Source: an optimization exercise on an open RTL-to-GDS flow (aim: small area, a short achievable clock period and few clock cycles). Production flows keep margins and buffers that such runs may drop. The RTL was checked by simulation tests, not by an equivalence proof against the original design.

==> flow/design.v (outline; a module is shown in full before it is edited, if it fits) <==
// module goldschmidt_divider: 108 lines
// module gs_mac_n: 417 lines
// module gs_mac_d: 369 lines
module goldschmidt_divider (
    input wire clk,
    input wire rst_n,
    input wire start,
    input wire [15:0] numerator,       
    input wire [15:0] denominator,     
    output wire [15:0] quotient,       
    output reg valid,
    output wire error
);
  // ...
==> flow/flow/run.sh <==
#!/bin/bash
# The standard layout (standard.sh), with one change to synthesis:
# SYNTH_ARGS=-noabc skips the quick ABC pass inside Yosys's "synth" fine
# stage, so extract_fa sees the adder trees as written and maps them to
# full adders without inverters between them.  Registers, their names and
# cell types are those of the standard synthesis; the final ABC mapping,
# floorplan, placement, CTS, routing and constraints are the standard ones.
set -euo pipefail
bash standard.sh SYNTH_ARGS=-noabc finish > standard.log 2>&1
==> flow/standard.sh <==
#!/bin/bash
# synth_recipe.tcl (not shown) runs the flow's synth.tcl, then flattens the netlist and writes it again
# the make line also repeats each setting of config.mk as NAME=value (left out here)
make -C /OpenROAD-flow-scripts/flow DESIGN_CONFIG=/design/flow/config.mk WORK_HOME=/design/flow/orfs CLKGATE_MAP_FILE= SYNTH_SCRIPT=/design/flow/synth_recipe.tcl "${@:-finish}"
==> flow/config.mk <==
export PLATFORM = sky130hd
export DESIGN_NAME = goldschmidt_divider
export DESIGN_NICKNAME = goldschmidt_divider
export VERILOG_FILES = /design/flow/design.v
export SDC_FILE = /design/flow/constraint.sdc
export NUM_CORES = 4
export LEC_CHECK = 0
export ABC_AREA = 1
export CAP_MARGIN = 20
export CORE_MARGIN = 2
export CORE_UTILIZATION = 50
export SETUP_SLACK_MARGIN = 5
export SLEW_MARGIN = 20
==> flow/constraint.sdc <==
create_clock -name core_clock -period 11.0 [get_ports {clk}]
set_input_delay 2.2000 -clock core_clock [delete_from_list [all_inputs] [get_ports {clk}]]
set_output_delay 2.2000 -clock core_clock [all_outputs]
set_load 0.01 [all_outputs]
==> results.sh, run 1 <==
export IMPL_status="complete, no violations"
export IMPL_place_gp_congestion=0.992
export IMPL_rrSetupSlack_ps=5110
export IMPL_worst_path_buf_inv=2
export IMPL_crit_start="xn[4]"
export IMPL_grt_met3_usage_pct=4.99
export IMPL_finalWirelength_um=102000
export IMPL_avgRoutedWirePerCell_um=24.3
export IMPL_nClkBuffers=17
export IMPL_grt_max_degree=53
export IMPL_timing_final_ws_setup_ps=5110
export IMPL_route_met2_wl_um=49600
export IMPL_multi_input_area_um2=21600
export IMPL_place_ws_ps=4240
export IMPL_syn_nets=3992
export IMPL_synthTopCellsByArea="fa_1 (23%), xor2_1 (12%), dfxtp_1 (9.7%)"
export IMPL_final_nonclk_buf_share_pct=5.35
export IMPL_yosysTopAreaCell="fa_1"
export IMPL_crit_arrival_ps=6130
export IMPL_max_clock_freq_mhz=170
export IMPL_io_pins=53
export IMPL_ys_warnings_count=1
export IMPL_fp_dieH_um=239
export IMPL_numPortBuffers=52
export IMPL_final_cell_mix="nand2_1 (523), o22ai_1 (367), xor2_1 (358)"
export IMPL_clk_share_pct=2.07
export IMPL_seq_share_pct=13.7
export IMPL_path_max_fanout=7
export IMPL_synth_common_cells="nand2_1 (527), o22ai_1 (368), xor2_1 (364)"
export IMPL_syn_inst=3480
export IMPL_fin_crit_sh_pct=53.5
export IMPL_finalInstanceArea_um2=30500
export IMPL_clock_latency_ps=500
export IMPL_start_kind="flop"
Testbench counts, summed over its fixed seeds: cycles 112,000.
==> module goldschmidt_divider, before the edit <==
module goldschmidt_divider (
    input wire clk,
    input wire rst_n,
    input wire start,
    input wire [15:0] numerator,       
    input wire [15:0] denominator,     
    output wire [15:0] quotient,       
    output reg valid,
    output wire error
);
reg        busy;
reg [2:0]  cnt;
reg [28:0] xn;       
reg [29:0] accn;
reg [24:0] xd;       
reg [25:0] accd;
reg [11:0] yh;       
reg [6:0]  one_n, two_n, neg_n, one_dn, two_dn, neg_dn;
reg [3:0]  lz;       
reg        eq, dz, d3one;
wire [2:0] cnt_nx = busy ? cnt + 3'd1 : 3'd0;
wire       fin    = cnt[0];      
wire [42:0] sumn;
wire [38:0] sumd;
gs_mac_n mn (.a(accn), .x({xn, 1'b0}), .one(one_n), .two(two_n), .neg(neg_n), .s(sumn));
gs_mac_d md (.a(accd), .x({xd, 1'b0}), .one(~one_dn), .two(~two_dn), .neg(~neg_dn), .s(sumd));
function [20:0] booth;       
    input [12:0] v;
    reg [15:0] w;
    integer i;
    begin
        w = {2'b00, v, 1'b0};
        for (i = 0; i < 7; i = i + 1) begin
            booth[i]      = w[2*i+1] ^ w[2*i];
            booth[7 + i]  = (w[2*i+2] & ~w[2*i+1] & ~w[2*i]) | (~w[2*i+2] & w[2*i+1] & w[2*i]);
            booth[14 + i] = w[2*i+2] & ~(w[2*i+1] & w[2*i]);
        end
    end
endfunction
wire [12:0] nxdig = ~sumd[24:12];    
wire [20:0] bnext = !busy ? booth(f0m1) : fin ? booth({1'b0, yh}) : booth(nxdig);
wire [15:0] d = denominator;
wire        z3 = (d[15:8] == 8'd0);
wire [15:0] d3 = z3 ? {d[7:0], 8'd0} : d;
wire        z2 = (d3[15:12] == 4'd0);
wire [15:0] d2 = z2 ? {d3[11:0], 4'd0} : d3;
wire        z1 = (d2[15:14] == 2'd0);
wire [15:0] d1 = z1 ? {d2[13:0], 2'd0} : d2;
wire        z0 = ~d1[15];
wire [15:0] d0 = z0 ? {d1[14:0], 1'b0} : d1;
wire [11:0] dn = d0[15:4];
reg [12:0] f0m1;     
always @(*) begin
    case (dn[10:8])
        3'd0: f0m1 = 13'd8191;
        3'd1: f0m1 = 13'd7281;
        3'd2: f0m1 = 13'd6553;
        3'd3: f0m1 = 13'd5957;
        3'd4: f0m1 = 13'd5460;
        3'd5: f0m1 = 13'd5040;
        3'd6: f0m1 = 13'd4680;
        default: f0m1 = 13'd4368;
    endcase
end
reg  [10:0] xinc;
wire [18:0] n4lo = {1'b0, xn[17:0]} + {1'b0, accn[29:12]};
wire [28:0] n4   = {n4lo[18] ? xinc : xn[28:18], n4lo[17:0]};
wire [43:0] qsh = {15'd0, n4} << lz;
assign quotient = eq ? 16'h1000 : qsh[31:16];
assign error    = dz;
always @(posedge clk or negedge rst_n) begin
    if (!rst_n) begin
        busy  <= 1'b0;
        valid <= 1'b0;
    end else begin
        valid <= busy & (cnt == 3'd5);
        if (!busy)
            busy <= start;
        else if (cnt == 3'd5)
            busy <= 1'b0;
    end
end
always @(posedge clk) begin
    cnt <= cnt_nx;
    xinc <= xn[28:18] + 11'd1;
    {neg_n, two_n, one_n} <= bnext;
    {neg_dn, two_dn, one_dn} <= ~bnext;
    if (!busy) begin
        xn   <= {2'd0, numerator, 11'd0};
        accn <= {2'd0, numerator, 12'd0};
        xd   <= {2'd0, dn, 11'd0};
        accd <= {2'd0, dn, 12'd0};
        lz   <= {z3, z2, z1, z0};
        eq   <= (numerator == denominator);
        dz   <= (denominator == 16'd0);
    end else if (fin) begin
        accn <= (cnt[2] & d3one) ? 30'd0 : sumn[42:13];
        accd <= sumd[38:13];
    end else begin
        xn   <= sumn[40:12];
        accn <= {sumn[40:12], 1'b0};
        xd   <= sumd[36:12];
        accd <= {sumd[36:12], 1'b0};
        yh   <= ~sumd[36:25];
        d3one <= sumd[36];
    end
end
endmodule
==> run 2, diff against run 1 <==
--- a/flow/design.v
+++ b/flow/design.v
@@ -63,7 +63,5 @@
     endcase
 end
-reg  [10:0] xinc;
-wire [18:0] n4lo = {1'b0, xn[17:0]} + {1'b0, accn[29:12]};
-wire [28:0] n4   = {n4lo[18] ? xinc : xn[28:18], n4lo[17:0]};
+wire [28:0] n4   = xn + {11'd0, accn[29:12]};
 wire [43:0] qsh = {15'd0, n4} << lz;
 assign quotient = eq ? 16'h1000 : qsh[31:16];
@@ -83,5 +81,4 @@
 always @(posedge clk) begin
     cnt <= cnt_nx;
-    xinc <= xn[28:18] + 11'd1;
     {neg_n, two_n, one_n} <= bnext;
     {neg_dn, two_dn, one_dn} <= ~bnext;
==> results.sh, run 2 <==
export IMPL_status="complete, no violations"
export IMPL_place_ws_ps=4070
export IMPL_grt_pass1_vias=26300
export IMPL_yosysTopAreaCell="fa_1"
export IMPL_clock_sinks=172
export IMPL_max_clock_freq_mhz=169
export IMPL_cts_hold_buf=0
export IMPL_reg2reg_to="accd[12]"
export IMPL_setup_viol=0
export IMPL_drive_gt1_share_pct=12.1
export IMPL_area_growth_syn_to_layout_pct=11.5
export IMPL_layout_commonest_cell="nand2_1"
export IMPL_die_area_um2=56600
export IMPL_dr_pass1_iters=7
export IMPL_cp_data_required_time_ps=11250
export IMPL_vias_per_cell=6.21
export IMPL_numPortBuffers=52
export IMPL_path_clk_slew_ps=90
export IMPL_hold_depth=2
export IMPL_antenna_found_initial=3
export IMPL_layout_nets=4002
export IMPL_vias=26100
export IMPL_start_util_pct=50.7
export IMPL_io_pins=53
export IMPL_fin_util_pct=56.5
export IMPL_coreArea_um2=53900
export IMPL_fp_dieW_um=238
export IMPL_num_rows=85
export IMPL_synth_common_cells="nand2_1 (548), o22ai_1 (367), xor2_1 (358)"
export IMPL_drtIter0Drc=2364
export IMPL_reg_largest_list="accn: 29 flops, xn: 29 flops"
export IMPL_syn_nets=4009
export IMPL_yosys_cell_count_top_type="nand2_1"
export IMPL_period_minus_slack_ps=5930
export IMPL_rsz0062_at_grt="yes"
export IMPL_hold_path_class="flop to flop"
export IMPL_avgRoutedWirePerCell_um=24.6
export IMPL_clock_latency_ps=500
export IMPL_grt_use_total_pct=36.3
export IMPL_drtAntennaViolNets=0
export IMPL_max_cap_violations=0
export IMPL_insertedDiodeCount=0
export IMPL_place_inst=4060
export IMPL_drc_errors=0
export IMPL_place_gp_congestion=1.04
export IMPL_final_max_slew_viol_count=0
export IMPL_path_max_fanout=8
export IMPL_min_to="valid"
export IMPL_cts_tree="built"
export IMPL_clock_root_buffer="clkbuf_16"
export IMPL_synthTopCellsByArea="fa_1 (24%), xor2_1 (11%), dfxtp_1 (9.0%)"
export IMPL_synth_seq_area_share_pct=14.4
export IMPL_finalNonFillerCells=4200
export IMPL_place_hpwl_um=77900
export IMPL_synth_async_reset_ratio_pct=1.16
export IMPL_ys_warnings_count=1
export IMPL_yosys_most_used_dff="dfxtp_1"
export IMPL_clock_skew_ps=17.3
export IMPL_synth_edf_count=47
export IMPL_relSlewSlack_pct=20.6
export IMPL_worst_setup_path_type="flop to flop"
export IMPL_syn_area_per_cell_um2=7.81
export IMPL_timing_final_ws_setup_ps=5070
export IMPL_multi_input_area_um2=21700
export IMPL_grt_pass1_wl_um=156000
export IMPL_cts_buffer_depth=2
export IMPL_grt_overflow_total=0
export IMPL_fp_dieH_um=238
export IMPL_start_kind="flop"
export IMPL_ys_ff_latch=172
export IMPL_n_fill_cell=5094
export IMPL_reg2reg_depth=16
export IMPL_worst_pin_slew_ps=1190
export IMPL_fin_setup_tns_ps=0
export IMPL_htree_levels=4
export IMPL_yosysUniqueCellTypes=59
export IMPL_fin_crit_sh_pct=53.9
export IMPL_synth_top_area_share_pct=23.7
export IMPL_syn_inst=3498
export IMPL_final_cell_mix="nand2_1 (536), o22ai_1 (363), xor2_1 (350)"
export IMPL_crit_arrival_ps=6180
export IMPL_grt_max_degree=80
export IMPL_cts_buffers_inserted=17
export IMPL_reg2reg_from="xd[14]"
export IMPL_finalHoldViolations=0
export IMPL_hold_start="cnt[2]"
export IMPL_syn_cell_area_um2=27300
export IMPL_end_kind="flop"
export IMPL_finalWirelength_um=103000
export IMPL_seqCellArea_um2=3980
export IMPL_rrSetupSlack_ps=5070
## run 2: metrics by stage
stage	hold WS (ps)	instance area [µm²]
final	485	30500
after global routing	513	30500
after CTS	486	29400
after detailed placement	475	28100
after global placement	471	28100
after floorplan	441	27300
## run 2: final cells by class
type	count	area share, %
timing repair inverter	5	0.115
inverter	393	5.61
multi-input combinational	2734	71.1
clock inverter	15	0.587
clock buffer	17	1.40
timing repair buffer	168	5.25
sequential	172	13.1
tap	696	2.86
## run 2: what timing repair did
| item | CTS | global route |
|---|---|---|
| gates resized for setup | 78 | 163 |
| gates cloned | 2 | 3 |
| setup endpoints to repair | 92 | 95 |
| setup buffers | 53 | 50 |
| pin swaps | 2 | 8 |
## run 2: worst max path at each step
stage | startpoint | slack, ps | depth (start not counted) | endpoint
global route | xd[5] | 4950 | 22 | yh[11]
floorplan | neg_n[0] | 5550 | 18 | xn[25]
global placement | one_dn[0] | 3940 | 17 | one_n[5]
CTS | xd[0] | 4970 | 18 | one_n[5]
finish | xd[14] | 5070 | 16 | accd[12]
detailed placement | one_dn[5] | 4070 | 15 | one_n[5]
## run 2: cell families (layout without fill, tap and decap cells)
group / count (synthesis) / in the layout / synth area share [%]
AND/OR/NAND/NOR: 1075 / 1075 / 16.9
flip-flops: 172 / 172 / 14.4
multiplexers: 1 / 1 / 0.0366
buffers and inverters: 592 / 598 / 8.30
XOR/XNOR: 392 / 392 / 12.6
adder cells (fa/ha/maj): 476 / 476 / 30.7
AO/OA/AOI/OAI: 790 / 790 / 17.1
## run 2: worst max-delay path: stages, from the launching register on
cell        delay [ps]
edfxtp_1           390
clkinvlp_4         240
buf_4              250
o22ai_1            180
xor2_1             220
fa_1               490
fa_1               540
fa_1               520
fa_1               490
ha_1               420
a21oi_1            280
o21ai_0            260
a21oi_2            260
nand3_2            250
xnor2_4            350
o21ai_1            120
o21bai_1           400
## run 2: routing by layer
| metal | track usage, % | wire, µm | vias up |
|---|---|---|---|
| met2 | 60.2 | 48400 | 1398 |
| li1 | - | - | 11700 |
| met3 | 7.58 | 8300 | 329 |
| met4 | 23.2 | 7340 | 2 |
| met1 | 43.0 | 39100 | 12600 |
| met5 | 0 | 13 | - |
Testbench counts of run 2, summed over its fixed seeds: cycles 112,000.

port drivers added, routing unchanged:
The flow's constraints put no driver on any port. The routed layouts listed below were extracted and timed again, unchanged, in two steps.
Step 1: set_driving_cell puts a clkbuf_16 on clk and a buf_2 on each other input, an assumption about the parent block.
Step 2, shift: input delay + t, output delay - t, t = (earliest + latest rising clock arrival at the registers) / 2. This alone moves slack from input paths to output paths.
a / b / c = ideal / step 1 / step 2; a / b = the first two.
run	t, ns	slack for setup (ns)	worst setup path after step 2	latest minus earliest clock arrival (ns)	pins driven straight from the clock port
run 1	0.552	5.113 / 5.113 / 5.023	input to register	0.018 / 0.017	1
run 2	0.552	5.068 / 5.068 / 5.068	register to register	0.017 / 0.017	1
After both steps every run listed still meets setup and hold. For run 1, which loses most, drivers alone change the setup slack by 0.000 ns; drivers and shift together by -0.090 ns.
